Context: an optimization exercise on an open-source flow, tuned for small area, a short achievable clock period and few clock cycles per item. The choices shown serve that exercise and are no tape-out recipe. Only simulation tests tie the RTL to the original design; equivalence was not proved. Power and IR drop assume default switching activity.

## flow/design.v (module list and top-level ports; edited modules follow where they fit)
// module top_module: 3272 lines
// module fa_cell: 4 lines
// module xnor_cell: 3 lines
// module or_cell: 3 lines
module top_module(clk, reset, INIT, READY, DONE,
                  input_ram_en, input_ram_addr, input_ram_data,
                  filter_rom_en, filter_rom_addr, filter_rom_data,
                  conv_valid, conv_out);
  // ...
==> flow/flow/run.sh <==
#!/bin/bash
# Layout flow: the standard ORFS flow (standard.sh), with these changes:
#  - port buffers: at the start of global placement, flow/pre_gpl.tcl removes the
#    synthesis buffers (as the standard flow does there) and puts a
#    sky130_fd_sc_hd__buf_2 on every input port and a sky130_fd_sc_hd__buf_1 on every
#    output port, in place of the standard buffer_ports call; they are kept through
#    the step's own remove_buffers and released for timing repair by
#    flow/post_gpl.tcl;
#  - clock tree synthesis arguments: -sink_clustering_enable -repair_clock_nets -dont_use_dummy_load -buf_list sky130_fd_sc_hd__clkbuf_8 -sink_clustering_size 15 -sink_clustering_max_diameter 60
# The whole make output goes to flow_make.log in the work folder; ORFS also keeps
# each step's own log under orfs/logs/.
set -euo pipefail
export CTS_ARGS="-sink_clustering_enable -repair_clock_nets -dont_use_dummy_load -buf_list sky130_fd_sc_hd__clkbuf_8 -sink_clustering_size 15 -sink_clustering_max_diameter 60"
bash standard.sh "DONT_BUFFER_PORTS=1" "PRE_GLOBAL_PLACE_TCL=$PWD/flow/pre_gpl.tcl" "POST_GLOBAL_PLACE_TCL=$PWD/flow/post_gpl.tcl" "CTS_ARGS=$CTS_ARGS" finish > flow_make.log 2>&1
==> flow/flow/post_gpl.tcl <==
# Let timing repair resize the port buffers again.
unset_dont_touch [get_cells {input* output*}]
==> flow/flow/pre_gpl.tcl <==
# Buffer every input and output port (the standard flow's buffer_ports, with chosen cells).
remove_buffers
buffer_ports -inputs -buffer_cell sky130_fd_sc_hd__buf_2
buffer_ports -outputs -buffer_cell sky130_fd_sc_hd__buf_1
set_dont_touch [get_cells {input* output*}]
puts "port buffers: [llength [get_cells {input* output*}]]"
==> flow/standard.sh <==
#!/bin/bash
# synth_recipe.tcl (not shown) runs the flow's synth.tcl, then flattens the netlist and writes it again
# the make line also repeats each setting of config.mk as NAME=value (left out here)
make -C /OpenROAD-flow-scripts/flow DESIGN_CONFIG=/design/flow/config.mk WORK_HOME=/design/flow/orfs CLKGATE_MAP_FILE= SYNTH_SCRIPT=/design/flow/synth_recipe.tcl "${@:-finish}"
==> flow/config.mk <==
export PLATFORM = sky130hd
export DESIGN_NAME = top_module
export DESIGN_NICKNAME = top_module
export VERILOG_FILES = /design/flow/design.v
export SDC_FILE = /design/flow/constraint.sdc
export NUM_CORES = 4
export LEC_CHECK = 0
export CAP_MARGIN = 20
export CORE_MARGIN = 2
export CORE_UTILIZATION = 55
export GPL_TIMING_DRIVEN = 0
export PLACE_DENSITY = 0.75
export SETUP_SLACK_MARGIN = 3.5
export SLEW_MARGIN = 20
export SYNTH_HIERARCHICAL = 1
export SYNTH_MINIMUM_KEEP_SIZE = 0
==> flow/constraint.sdc <==
create_clock -name core_clock -period 6.0 [get_ports {clk}]
set_input_delay 1.2000 -clock core_clock [delete_from_list [all_inputs] [get_ports {clk}]]
set_output_delay 1.2000 -clock core_clock [all_outputs]
set_load 0.01 [all_outputs]
==> summary.txt, run 1 <==
Power
  • Internal power consumption: 6807 µW
  • Net Sw Frac: 41.12%
  • Clock Power: 1300 µW
  • Combinational cell power: roughly 6500 µW

CTS
  • Clock Sink Count: 352
  • Post-CTS Setup Inserts: 3

STA
  • Normalized max-slew margin: 76.74%
  • RSZ-0062 raised after global routing: true

Detailed routing
  • Met3 routed WL: 6402 µm
  • Antenna Violating Nets Remaining: 0
  • Routed WL: 59330 µm

Global routing
  • M2 GR Usage: 52.93%
  • Vias in the first global route: roughly 15k

Synth
  • Synthesized instance count: 1724
  • Synth Warn #: 7
  • Ys async rst share: 0%

Place
  • Placement Setup Slack: around 2900 ps
  • Placed cell count: 2265

Outcome
  • Status: timing/DRC/antenna clean

Setup path
  • Crit-path max cell delay: 510 ps
  • CP max stage cell: fa_1
  • Stages on worst setup path: 5

Layout
  • Non-Filler Instances: 2307
  • Fraction of layout cells with a size suffix above 1: 25.28%

Die
  • Number of top-level pins: 167
Testbench counts, summed over its fixed seeds: cycles 8,320, items 4,112.
==> run 2: changes to the inputs <==
--- a/flow/flow/run.sh
+++ b/flow/flow/run.sh
@@ -4,3 +4,3 @@
 #    synthesis buffers (as the standard flow does there) and puts a
-#    sky130_fd_sc_hd__buf_2 on every input port and a sky130_fd_sc_hd__buf_1 on every
+#    sky130_fd_sc_hd__buf_1 on every input port and a sky130_fd_sc_hd__buf_1 on every
 #    output port, in place of the standard buffer_ports call; they are kept through
--- a/flow/flow/pre_gpl.tcl
+++ b/flow/flow/pre_gpl.tcl
@@ -2,3 +2,3 @@
 remove_buffers
-buffer_ports -inputs -buffer_cell sky130_fd_sc_hd__buf_2
+buffer_ports -inputs -buffer_cell sky130_fd_sc_hd__buf_1
 buffer_ports -outputs -buffer_cell sky130_fd_sc_hd__buf_1
--- a/flow/config.mk
+++ b/flow/config.mk
@@ -10,3 +10,2 @@
 export CORE_UTILIZATION = 55
-export GPL_TIMING_DRIVEN = 0
 export PLACE_DENSITY = 0.75
==> summary.txt, run 2 <==
Outcome
  • Status: timing/DRC/antenna clean

Power
  • Sw Pwr: 4685 µW
  • Lkg Pwr: 0.008437 µW
  • Net Sw Frac: 40.37% (-0.75 points)
  • Sequential share of power: 32.1%
  • Peak supply drop: 0.2807 mV
  • Internal power consumption: 6919 µW (+1.7%)
  • Pwr per Cell Area: 494.9 nW/µm²
  • Combinational Power Share: around 57%
  • Clock power frac: between 10% and 20%

Setup path
  • Crit start category: input port
  • Worst Reg2Reg Path Length in Cells: 4
  • Crit path arrival time: just under 3000 ps
  • Req. time, crit path: between 6000 and 7000 ps
  • Nature of the critical path endpoint: flip-flop
  • Crit path kind: in2reg
  • Crit path max fanout: 8

CTS
  • Clock Sink Count: 352 (unchanged)
  • Worst-skew pair later-pin latency: roughly 550 ps
  • CTS Buffer Depth: 3
  • H-Tree Depth: 2
  • Clock tree from TritonCTS: yes
  • CTS buffer count: 35
  • Worst-path clk slew: 90 ps
  • CTS root buf: clkbuf_8

Global routing
  • Vias in the first global route: 14.63k (-1.6%)
  • Total grt overflow: 0
  • Total track usage: 31.77%
  • First-pass GRT wire length: ~90000 µm
  • Largest net degree at the start of global routing: 16
  • Initial antenna violation count: 1

Layout
  • Final std cell area, no fill: 23450 µm²
  • Area grow syn2layout: 12.10%
  • Largest Register: acc
  • Max reg flops: 20
  • Fraction of layout cells with a size suffix above 1: 25.40% (+0.12 points)
  • Most frequent cells in the layout: nand2_1, dfxtp_1, fa_1
  • # fillers: about 2.9k
  • Layout net count: 2451
  • Top flop regs: acc: 20 flops, rd_addr: 10 flops
  • Most common cell after layout, fill and taps aside: nand2_1
  • Non-Filler Instances: 2315 (+0.35%)

Synth
  • Mapped Avg Cell Area: around 12 µm²
  • Largest area contributor in the netlist: fa_1
  • Synth area leaders: fa_1, dfxtp_1, nand2_1
  • Synthesized instance count: 1724 (unchanged)
  • Ys async rst share: 0% (unchanged)
  • Synth cell count leaders: nand2_1, fa_1, dfxtp_1, clkbuf_1, nor2_1
  • Sequential element share of the synthesized area: 33.69%
  • Number of synthesized flops with an enable pin: 0
  • Synth Warn #: 7 (unchanged)
  • Synth Net Count: 2370
  • Cell variety after synth: between 40 and 50
  • Most used flip-flop cell after synthesis: dfxtp_1
  • Synthesized cell area: 20910 µm²
  • Top cell type's share of synthesized area: 47.29%
  • Synthesized flop and latch total: 352
  • Most frequent cell after synthesis: nand2_1

Die
  • # rows: 71
  • Initial Utilization: between 50% and 60%
  • Number of top-level pins: 167 (unchanged)
  • Die Y: 199 µm
  • Core area: 37580 µm²
  • Die area: 39600 µm²
  • Die W: 199 µm

Worst hold path
  • Hold Path Depth: 0
  • Hold Path Class: reg2reg

Place
  • Area after DPL: 22330 µm²
  • Number of port buffers: about 170
  • Placed cell count: 2265 (unchanged)
  • Post-DP HPWL: 48980 µm

STA
  • RSZ-0062 raised after global routing: true
  • Final setup fails: 0
  • Crit share post-route: 42.22%
  • Normalized max-slew margin: 51.43% (-25 points)
  • Layout Skew: 49.79 ps
  • Pins Over Slew Limit: 0
  • Hold Violations, Final: 0
  • Slew @ Worst Pin: 728.5 ps
  • Post-Route Setup TNS: 0 ps
  • Fmax: between 300 and 400 MHz
  • Min Tclk post-route: 2533 ps

Detailed routing
  • Wire per inst: approximately 26 µm
  • DRT Pass-1 Iters: 5
  • Routed WL: 59550 µm (+0.37%)
  • Vias per cell: 5.661
  • Antenna Violating Nets Remaining: 0 (unchanged)
  • Residual DRC: 0
  • Initial DRC Count: between 1k and 1.5k
  • Vias: 13.11k

Run
  • Max Cap Viol: 0
run 2: cell counts after synthesis:
No cell type changed its count.
run 2: repair_timing:
item / CTS / global route
endpoints found under the setup margin: 83 / 19
setup buffers: 3 / 11
resized for setup: 156 / 48
pin swaps: 9 / 31
hold buffers: 0 / 0
run 2: kinds of logic after synthesis:
group	Yosys count	synth area share, %
XOR/XNOR	36	1.508
buffers and inverters	144	2.632
AO/OA/AOI/OAI	56	1.884
flip-flops	352	33.69
adder cells (fa/ha/maj)	515	48.54
AND/OR/NAND/NOR	621	11.74
run 2: metal layers:
metal,routed length [µm],global-route usage [%],share of wire (%),vias to the layer above
met5,0,0,0,-
met3,6081,7.409,10,170
met4,2550,12.47,4.3,0
met2,28150,51.76,47,785
li1,-,-,-,5325
met1,22770,41.65,38,6825
run 2: per-module statistics from Yosys, one instance, submodules excluded:
module      copies in the design  cell area, µm²  cells
fa_cell                      493           20.02      1
or_cell                       11           6.256      1
top_module                     1           10880   1209
xnor_cell                     11           8.758      1
run 2: critical path, stage by stage:
cell and delay, ps:
buf_1 540, nand2_1 150, fa_1 620, fa_1 440
run 2: layout make-up:
class	count	area, µm²	share of cell area [%]
flip-flops and latches	352	7053	30.08
well taps	511	639.4	2.727
diodes	1	2.502	0.01067
repair buffers	180	925.9	3.949
multi-input cells	1228	14310	61.05
inverters	8	30.03	0.1281
clock buffers	35	481.7	2.055
run 2: power groups by stage:
| stage | registers (µW) | logic [µW] | clock network, µW |
|---|---|---|---|
| 3_3_place_gp | 3750 | 5620 | 0 |
| 5_1_grt | 3810 | 7450 | 1400 |
| 4_1_cts | 3720 | 6110 | 1310 |
| 6_report | 3720 | 6600 | 1280 |
| 2_1_floorplan | 3670 | 4090 | 0 |
| 3_5_place_dp | 3780 | 5830 | 0 |
run 2: through the flow:
| stage | total power, µW | util (%) | setup slack, ps | hold slack [ps] |
|---|---|---|---|---|
| 6_report | 11600 | 62.39 | 3467 | 327.5 |
| 5_1_grt | 12670 | 62.39 | 3398 | 338.3 |
| 4_1_cts | 11140 | 61.63 | 3468 | 329.0 |
| 3_5_place_dp | 9606 | 59.43 | 2579 | 312.1 |
| 3_3_place_gp | 9376 | 59.43 | 2624 | 313.1 |
| 2_1_floorplan | 7756 | - | 3263 | 309.6 |
run 2: worst paths after layout:
path,startpoint,endpoint,slack [ps]
hold reg to reg,k1_1099,k2_1636,330
setup / recovery,input_ram_data[11],k1_1133,3470
hold / removal,k1_1099,k2_1636,330
setup reg to reg,k1_1230,k2_1670,3520
==> run 3: changes to the inputs <==
--- a/flow/flow/run.sh
+++ b/flow/flow/run.sh
@@ -4,3 +4,3 @@
 #    synthesis buffers (as the standard flow does there) and puts a
-#    sky130_fd_sc_hd__buf_1 on every input port and a sky130_fd_sc_hd__buf_1 on every
+#    sky130_fd_sc_hd__buf_4 on every input port and a sky130_fd_sc_hd__buf_1 on every
 #    output port, in place of the standard buffer_ports call; they are kept through
@@ -13,2 +13,2 @@
 export CTS_ARGS="-sink_clustering_enable -repair_clock_nets -dont_use_dummy_load -buf_list sky130_fd_sc_hd__clkbuf_8 -sink_clustering_size 15 -sink_clustering_max_diameter 60"
-bash standard.sh "DONT_BUFFER_PORTS=1" "PRE_GLOBAL_PLACE_TCL=$PWD/flow/pre_gpl.tcl" "POST_GLOBAL_PLACE_TCL=$PWD/flow/post_gpl.tcl" "CTS_ARGS=$CTS_ARGS" finish > flow_make.log 2>&1
+bash standard.sh "DONT_BUFFER_PORTS=1" "PRE_GLOBAL_PLACE_TCL=$PWD/flow/pre_gpl.tcl" "POST_GLOBAL_PLACE_TCL=$PWD/flow/post_gpl.tcl" "CTS_ARGS=$CTS_ARGS" "POST_GLOBAL_ROUTE_TCL=$PWD/flow/post_grt.tcl" finish > flow_make.log 2>&1
==> flow/flow/post_grt.tcl (new file) <==
# Area recovery after global routing: downsize cells on paths whose slack exceeds
# the flow's setup margin (repair_timing's power-recovery mode), then reroute the
# changed nets and rewrite the route guides.
global_route -start_incremental
repair_timing -recover_power 100 -setup_margin $::env(SETUP_SLACK_MARGIN) -verbose
global_route -end_incremental
estimate_parasitics -global_routing
report_worst_slack -max
write_guides $::env(RESULTS_DIR)/route.guide
--- a/flow/flow/pre_gpl.tcl
+++ b/flow/flow/pre_gpl.tcl
@@ -2,3 +2,3 @@
 remove_buffers
-buffer_ports -inputs -buffer_cell sky130_fd_sc_hd__buf_1
+buffer_ports -inputs -buffer_cell sky130_fd_sc_hd__buf_4
 buffer_ports -outputs -buffer_cell sky130_fd_sc_hd__buf_1
==> summary.txt, run 3 <==
Setup path
  • Crit path kind: reg2reg
  • Crit start category: flip-flop
  • Crit path arrival time: 3780 ps (+820 ps)
  • Reg2reg start: g_q
  • Worst setup path start: g_q
  • Cell Chain, Critical Path: clkbuf_1, nand2_1, or2_0, ha_4, o211ai_1, a21oi_4, o2111ai_1, a21oi_1, o41ai_1, xnor2_1
  • Crit path max fanout: 10 (+2)
  • Req. time, crit path: 6470 ps (+40 ps)
  • Nature of the critical path endpoint: flip-flop
  • CP max stage cell: dfxtp_1
  • Crit-path max cell delay: 540 ps (-80 ps)

Detailed routing
  • Vias: 13.14k (+0.24%)
  • Routed WL: 58930 µm (-1.0%)
  • Vias per cell: 5.701 (+0.72%)
  • Residual DRC: 0 (unchanged)
  • DRT Pass-1 Iters: 6 (+1)
  • Wire per inst: 25.58 µm (-0.57%)
  • Antenna Violating Nets Remaining: 0 (unchanged)
  • Initial DRC Count: 1214 (+14%)

Die
  • Number of top-level pins: 167 (unchanged)
  • # rows: 71 (unchanged)
  • Core area: 37580 µm² (unchanged)
  • Initial Utilization: 55.66% (unchanged)
  • Die Y: 199 µm (unchanged)
  • Die area: 39600 µm² (unchanged)
  • Die W: 199 µm (unchanged)

Synth
  • Synth area leaders: fa_1, dfxtp_1, nand2_1
  • Most frequent cell after synthesis: nand2_1
  • Largest area contributor in the netlist: fa_1
  • Most used flip-flop cell after synthesis: dfxtp_1
  • Synth Net Count: 2370 (unchanged)
  • Synth cell count leaders: nand2_1, fa_1, dfxtp_1, clkbuf_1, nor2_1
  • Synthesized cell area: 20910 µm² (unchanged)
  • Sequential element share of the synthesized area: 33.69% (unchanged)
  • Synthesized flop and latch total: 352 (unchanged)
  • Top cell type's share of synthesized area: 47.29% (unchanged)
  • Number of synthesized flops with an enable pin: 0 (unchanged)
  • Ys async rst share: 0% (unchanged)
  • Synth Warn #: 7 (unchanged)
  • Cell variety after synth: 47 (unchanged)
  • Mapped Avg Cell Area: 12.13 µm² (unchanged)
  • Synthesized instance count: 1724 (unchanged)

Power
  • Lkg Pwr: 0.008365 µW (-0.85%)
  • Pwr per Cell Area: 487.1 nW/µm² (-1.6%)
  • Pwr Total: 11320 µW (-2.5%)
  • Peak supply drop: 0.2271 mV (-19%)

CTS
  • H-Tree Depth: 2 (unchanged)
  • Post-cts sizing count: 11 (-93%)
  • Clock tree from TritonCTS: yes
  • Clock Sink Count: 352 (unchanged)
  • Worst-path clk slew: 80 ps (about the same)
  • Post-CTS Setup Inserts: 3 (unchanged)
  • CTS Buffer Depth: 3 (unchanged)
  • Worst-skew pair later-pin latency: 590 ps (+40 ps)
  • CTS root buf: clkbuf_8
  • CTS buffer count: 34 (-2.9%)
  • Hold-fix buffers, CTS: 0 (unchanged)

Layout
  • Area grow syn2layout: 11.10%
  • Most common cell after layout, fill and taps aside: nand2_1
  • Top flop regs: acc: 20 flops, rd_addr: 10 flops
  • Max reg flops: 20 (unchanged)
  • Layout net count: 2440 (-0.45%)
  • Largest Register: acc
  • Most frequent cells in the layout: nand2_1, fa_1, dfxtp_1
  • Fraction of layout cells with a size suffix above 1: 19.59% (-5.8 points)

STA
  • Layout Skew: 64.47 ps (+14.69 ps)
  • Normalized max-slew margin: 41.85% (-9.6 points)
  • Pins Over Slew Limit: 0 (unchanged)
  • Crit share post-route: 55.13% (+13 points)
  • Final setup fails: 0 (unchanged)
  • Slew @ Worst Pin: 872.3 ps (+143.8 ps)
  • Fmax: 302.3 MHz (-23%)
  • Post-Route Setup TNS: 0 ps (unchanged)
  • Hold Violations, Final: 0 (unchanged)
  • Min Tclk post-route: 3308 ps (+775.0 ps)

Global routing
  • Initial antenna violation count: 4 (+3)
  • Largest net degree at the start of global routing: 16 (unchanged)
  • Total grt overflow: 0 (unchanged)
  • Total track usage: 31.44% (-0.33 points)
  • First-pass GRT wire length: 88330 µm (-0.78%)
  • Vias in the first global route: 14.76k (+0.94%)

Place
  • Post-DP HPWL: 48960 µm (about the same)
  • Number of port buffers: 166 (unchanged)

Run
  • Max Cap Viol: 0 (unchanged)

Worst hold path
  • Critical hold path startpoint: k2_1695
  • Hold Path Class: reg2reg

Outcome
  • Status: timing/DRC/antenna clean
run 3: cell counts after synthesis:
Identical to the previous run, type by type.
run 3: metrics by stage:
step	util (%)	instance area, µm²	hold WS (ps)	setup slack, ps	instances
2_1_floorplan	-	23200	309.6	3263	1724
3_3_place_gp	60.73	22820	311.5	3060	2265
3_5_place_dp	60.73	22820	312.1	3006	2265
4_1_cts	62.17	23360	324.9	3480	2302
6_report	61.83	23230	315.4	2692	2304
run 3: cell type report:
class                      count  area (µm²)
tap                          511       639.4
inverter                       8       30.03
antenna                        1       2.502
clock buffer                  34       467.9
sequential                   352        7048
fill                        2951       14340
multi-input combinational   1228       13980
timing repair buffer         170        1070
run 3: cell families (layout without fill, tap and decap cells):
| family | count (synthesis) | in the layout | share of synthesized area, % |
|---|---|---|---|
| flip-flops | 352 | 352 | 33.69 |
| AND/OR/NAND/NOR | 621 | 621 | 11.74 |
| other | 0 | 1 | 0 |
| AO/OA/AOI/OAI | 56 | 56 | 1.884 |
| adder cells (fa/ha/maj) | 515 | 515 | 48.54 |
| buffers and inverters | 144 | 212 | 2.632 |
| XOR/XNOR | 36 | 36 | 1.508 |
run 3: power breakdown:
group	total, µW	switching, µW	internal [µW]	leakage, µW
registers	3720	468	3260	0.00295
clock network	1280	774	509	0.000244
logic	6310	3370	2940	0.00517
total	11300	4610	6710	0.00836
run 3: worst paths after layout:
| path | cells past startpoint | slack [ps] | end |
|---|---|---|---|
| setup / recovery | 10 | 2690 | acc[16] |
| hold / removal | 0 | 320 | k3_1784 |
| setup reg to reg | 10 | 2690 | acc[16] |
| hold reg to reg | 0 | 320 | k3_1784 |
run 3: Yosys stat by module (local to each module, per instance):
module / area (µm²) / copies in the design / cells
or_cell: 6.256 / 11 / 1
fa_cell: 20.02 / 493 / 1
xnor_cell: 8.758 / 11 / 1
top_module: 10880 / 1 / 1209
run 3: layer usage:
layer / routed length [µm] / vias up / part of all wire (%) / GRT usage [%]
met5: 0 / - / 0 / 0
met1: 21700 / 6796 / 37 / 40.32
met2: 28210 / 864 / 48 / 51.88
met3: 6519 / 180 / 11 / 8.054
met4: 2497 / 0 / 4.2 / 11.94
li1: - / 5296 / - / -
run 3: worst max-delay path, delay by kind of cell, from the launching register on:
family,cells,cell delay (ps)
buf+inv,1,440
flops,1,540
fa+ha+maj,1,280
xor+xnor,1,170
simple gates,2,490
compound gates,5,1320
==> run 4: changes to the inputs <==
==> flow/flow/run.sh (replaced) <==
#!/bin/bash
# Layout flow: the standard ORFS flow (standard.sh), with these changes:
#  - port buffers: at the start of global placement, flow/pre_gpl.tcl removes the
#    synthesis buffers (as the standard flow does there) and puts a
#    sky130_fd_sc_hd__buf_4 on every input port and a sky130_fd_sc_hd__buf_1 on every
#    output port, in place of the standard buffer_ports call; they are kept through
#    the step's own remove_buffers and released for timing repair by
#    flow/post_gpl.tcl;
#  - clock tree synthesis arguments: -sink_clustering_enable -repair_clock_nets -dont_use_dummy_load -buf_list sky130_fd_sc_hd__clkbuf_8 -sink_clustering_size 20 -sink_clustering_max_diameter 50
# The whole make output goes to flow_make.log in the work folder; ORFS also keeps
# each step's own log under orfs/logs/.
set -euo pipefail
export CTS_ARGS="-sink_clustering_enable -repair_clock_nets -dont_use_dummy_load -buf_list sky130_fd_sc_hd__clkbuf_8 -sink_clustering_size 20 -sink_clustering_max_diameter 50"
bash standard.sh "DONT_BUFFER_PORTS=1" "PRE_GLOBAL_PLACE_TCL=$PWD/flow/pre_gpl.tcl" "POST_GLOBAL_PLACE_TCL=$PWD/flow/post_gpl.tcl" "CTS_ARGS=$CTS_ARGS" finish > flow_make.log 2>&1
removed: flow/flow/post_grt.tcl
==> summary.txt, run 4 <==
Synth
  • Number of synthesized flops with an enable pin: 0 (unchanged)
  • Simple-gate share of the synthesized area: 11.74% (unchanged)
  • Sequential element share of the synthesized area: 33.69% (unchanged)
  • Top cell type's share of synthesized area: 47.29% (unchanged)
  • Synth Net Count: 2370 (unchanged)
  • Synthesized instance count: 1724 (unchanged)
  • Synth area leaders: fa_1, dfxtp_1, nand2_1
  • Synthesized cell area: 20910 µm² (unchanged)
  • Synthesized flop and latch total: 352 (unchanged)
  • Synth Area in Compound Gates: 1.885% (unchanged)
  • Largest area contributor in the netlist: fa_1
  • Synth Area in Adders: 48.54% (unchanged)
  • Mux cell area share after synthesis: 0% (unchanged)
  • Synth cell count leaders: nand2_1, fa_1, dfxtp_1, clkbuf_1, nor2_1
  • Most frequent cell after synthesis: nand2_1
  • Most used flip-flop cell after synthesis: dfxtp_1
  • XOR/XNOR Fraction of Synth Area: 1.508% (unchanged)
  • Ys async rst share: 0% (unchanged)
  • Mapped Avg Cell Area: 12.13 µm² (unchanged)
  • Synth Warn #: 7 (unchanged)
  • Largest family of logic cells by synthesized area: adder cells
  • Cell variety after synth: 47 (unchanged)

Outcome
  • Status: timing/DRC/antenna clean

Die
  • # rows: 71 (unchanged)
  • Die Y: 199 µm (unchanged)
  • Initial Utilization: 55.66% (unchanged)
  • Core area: 37580 µm² (unchanged)
  • Number of top-level pins: 167 (unchanged)
  • Die W: 199 µm (unchanged)
  • Die area: 39600 µm² (unchanged)

STA
  • Crit share post-route: 41.24% (-14 points)
  • RSZ-0062 raised after global routing: true
  • Layout Skew: 78.72 ps (+14.24 ps)
  • Post-Route Setup TNS: 0 ps (unchanged)
  • Final setup fails: 0 (unchanged)
  • Normalized max-slew margin: 71.63% (+30 points)
  • Hold Violations, Final: 0 (unchanged)
  • Fmax: 404.2 MHz (+34%)
  • Min Tclk post-route: 2474 ps (-833.9 ps)
  • Setup ws final: 3526 ps (+833.9 ps)
  • Pins Over Slew Limit: 0 (unchanged)
  • Slew @ Worst Pin: 422.7 ps (-449.6 ps)

Setup path
  • Crit start category: flip-flop
  • Crit path arrival time: 2920 ps (-860 ps)
  • Nature of the critical path endpoint: flip-flop
  • Crit path kind: reg2reg
  • Req. time, crit path: 6440 ps (-30 ps)
  • Crit path max fanout: 1 (-9)

Layout
  • Area grow syn2layout: 13.13%
  • Layout net count: 2447 (+0.29%)
  • Max reg flops: 20 (unchanged)
  • Fraction of layout cells with a size suffix above 1: 24.90% (+5.3 points)
  • Fin util: 62.96% (+1.1 points)
  • # fillers: 2883 (-2.3%)
  • Top flop regs: acc: 20 flops, rd_addr: 10 flops
  • Largest Register: acc
  • Most frequent cells in the layout: nand2_1, dfxtp_1, fa_1
  • Most common cell after layout, fill and taps aside: nand2_1

Power
  • Peak supply drop: 0.2731 mV (+20%)
  • Combinational Power Share: 56.2% (+0.4 points)
  • Pwr Total: 11610 µW (+2.5%)
  • Net Sw Frac: 40.64% (-0.12 points)
  • Sequential share of power: 32.1% (-0.8 points)
  • Clock power frac: 11.7% (+0.4 points)
  • Pwr per Cell Area: 490.6 nW/µm² (+0.71%)
  • Sw Pwr: 4717 µW (+2.2%)
  • Lkg Pwr: 0.008519 µW (+1.8%)
  • Internal power consumption: 6890 µW (+2.8%)

Global routing
  • First-pass GRT wire length: 88620 µm (+0.34%)
  • Total track usage: 31.59% (+0.15 points)
  • Initial antenna violation count: 3 (-1)
  • Vias in the first global route: 14.81k (+0.28%)
  • Total grt overflow: 0 (unchanged)
  • Largest net degree at the start of global routing: 21 (+5)

Detailed routing
  • Antenna Violating Nets Remaining: 0 (unchanged)
  • Routed WL: 59080 µm (+0.26%)
  • Initial DRC Count: 1160 (-4.4%)
  • Vias per cell: 5.643 (-1.0%)
  • DRT Pass-1 Iters: 5 (-1)
  • Wire per inst: 25.56 µm (about the same)
  • Residual DRC: 0 (unchanged)
  • Vias: 13.04k (-0.73%)

CTS
  • CTS Buffer Depth: 3 (unchanged)
  • CTS buffer count: 38 (+12%)
  • H-Tree Depth: 2 (unchanged)
  • CTS root buf: clkbuf_8
  • Hold-fix buffers, CTS: 0 (unchanged)
  • Worst-skew pair later-pin latency: 590 ps (about the same)
  • Clock Sink Count: 352 (unchanged)
  • Worst-path clk slew: 100 ps (+20 ps)
  • Clock tree from TritonCTS: yes

Place
  • Number of port buffers: 166 (unchanged)
  • Placement Setup Slack: 3006 ps (unchanged)
  • Post-DP HPWL: 48960 µm (unchanged)

Worst hold path
  • Hold Path Class: reg2reg

Run
  • Max Cap Viol: 0 (unchanged)
run 4: path summary, 6_finish.rpt:
| kind | start | to | slack (ps) | depth (start not counted) |
|---|---|---|---|---|
| hold / removal | k2_1695 | k3_1784 | 290 | 0 |
| hold reg to reg | k2_1695 | k3_1784 | 290 | 0 |
| setup reg to reg | k1_1223 | k2_1670 | 3530 | 4 |
| setup / recovery | k1_1223 | k2_1670 | 3530 | 4 |
run 4: Yosys stat by module (local to each module, per instance):
module / cells inside / flops+latches
or_cell: 1 / 0
fa_cell: 1 / 0
xnor_cell: 1 / 0
top_module: 1209 / 352
run 4: worst max-delay path: stages (launching register included):
cell and delay [ps]:
dfxtp_1 370, fa_1 600, fa_1 450, fa_1 440, fa_1 500
run 4: layer usage:
metal	track usage (%)	part of all wire, %
met3	8.087	11
met5	0	0.019
met2	51.74	48
met4	12.13	4.4
met1	40.81	37
run 4: layout make-up:
cell class	count	area, µm²	share of cell area [%]
sequential	352	7054	29.81
inverter	8	30.03	0.1269
timing repair buffer	173	1171	4.950
antenna	1	2.502	0.01058
multi-input combinational	1228	14240	60.19
clock buffer	38	523.0	2.210
tap	511	639.4	2.702
run 4: cell families after synthesis:
group                    count (synthesis)
buffers and inverters                  144
XOR/XNOR                                36
adder cells (fa/ha/maj)                515
AND/OR/NAND/NOR                        621
flip-flops                             352
AO/OA/AOI/OAI                           56
run 4: repair_timing:
item / CTS / global route
setup endpoints to repair: 14 / 16
pin swaps: 4 / 15
gates cloned: 0 / 0
hold endpoints to repair: 0 / 0
resized for setup: 16 / 39
buffers inserted: 5 / 2
run 4: power groups by stage:
stage	combinational (µW)	sequential, µW	clock (µW)
finish	6530	3730	1360
CTS	6170	3730	1390
global placement	5750	3750	0
global route	7340	3800	1470
floorplan	4090	3670	0
detailed placement	6030	3780	0
run 4: per-stage QoR:
stage | area, µm² | hold WS, ps | instances
after floorplan | 23200 | 309.6 | 1724
after global placement | 22820 | 311.5 | 2265
after detailed placement | 22820 | 312.1 | 2265
after CTS | 23470 | 291.9 | 2308
after global routing | 23660 | 284.0 | 2310
final | 23660 | 288.1 | 2311

[separate check: timing with driven ports]
How much do the figures lean on ideal ports? The routed layouts below were timed once more, with nothing changed but the port constraints.
Step 1 sets driving cells, clkbuf_16 on the clock port and buf_2 on the other inputs (assumed; they add their load-dependent delay and slew).
Step 2 times the ports against the registers' clock, not the clock port: input delays grow and output delays shrink by t, the midpoint of the rising clock arrivals with the driver on.
a / b / c = ideal ports / drivers / drivers and shift; a / b = the first two.
| run | t, ns | slack for setup (ns) | pins driven straight from the clock port |
|---|---|---|---|
| run 1 | 0.604 | 3.492 / 3.504 / 2.915 | 1 |
| run 2 | 0.588 | 3.467 / 3.489 / 2.901 | 1 |
| run 3 | 0.601 | 2.692 / 2.692 / 2.355 | 1 |
| run 4 | 0.608 | 3.526 / 3.526 / 3.020 | 1 |
After both steps setup and hold are still met in every run listed. The setup slack of run 1, which loses most, moves by +0.012 ns with the drivers and by -0.577 ns with both steps.
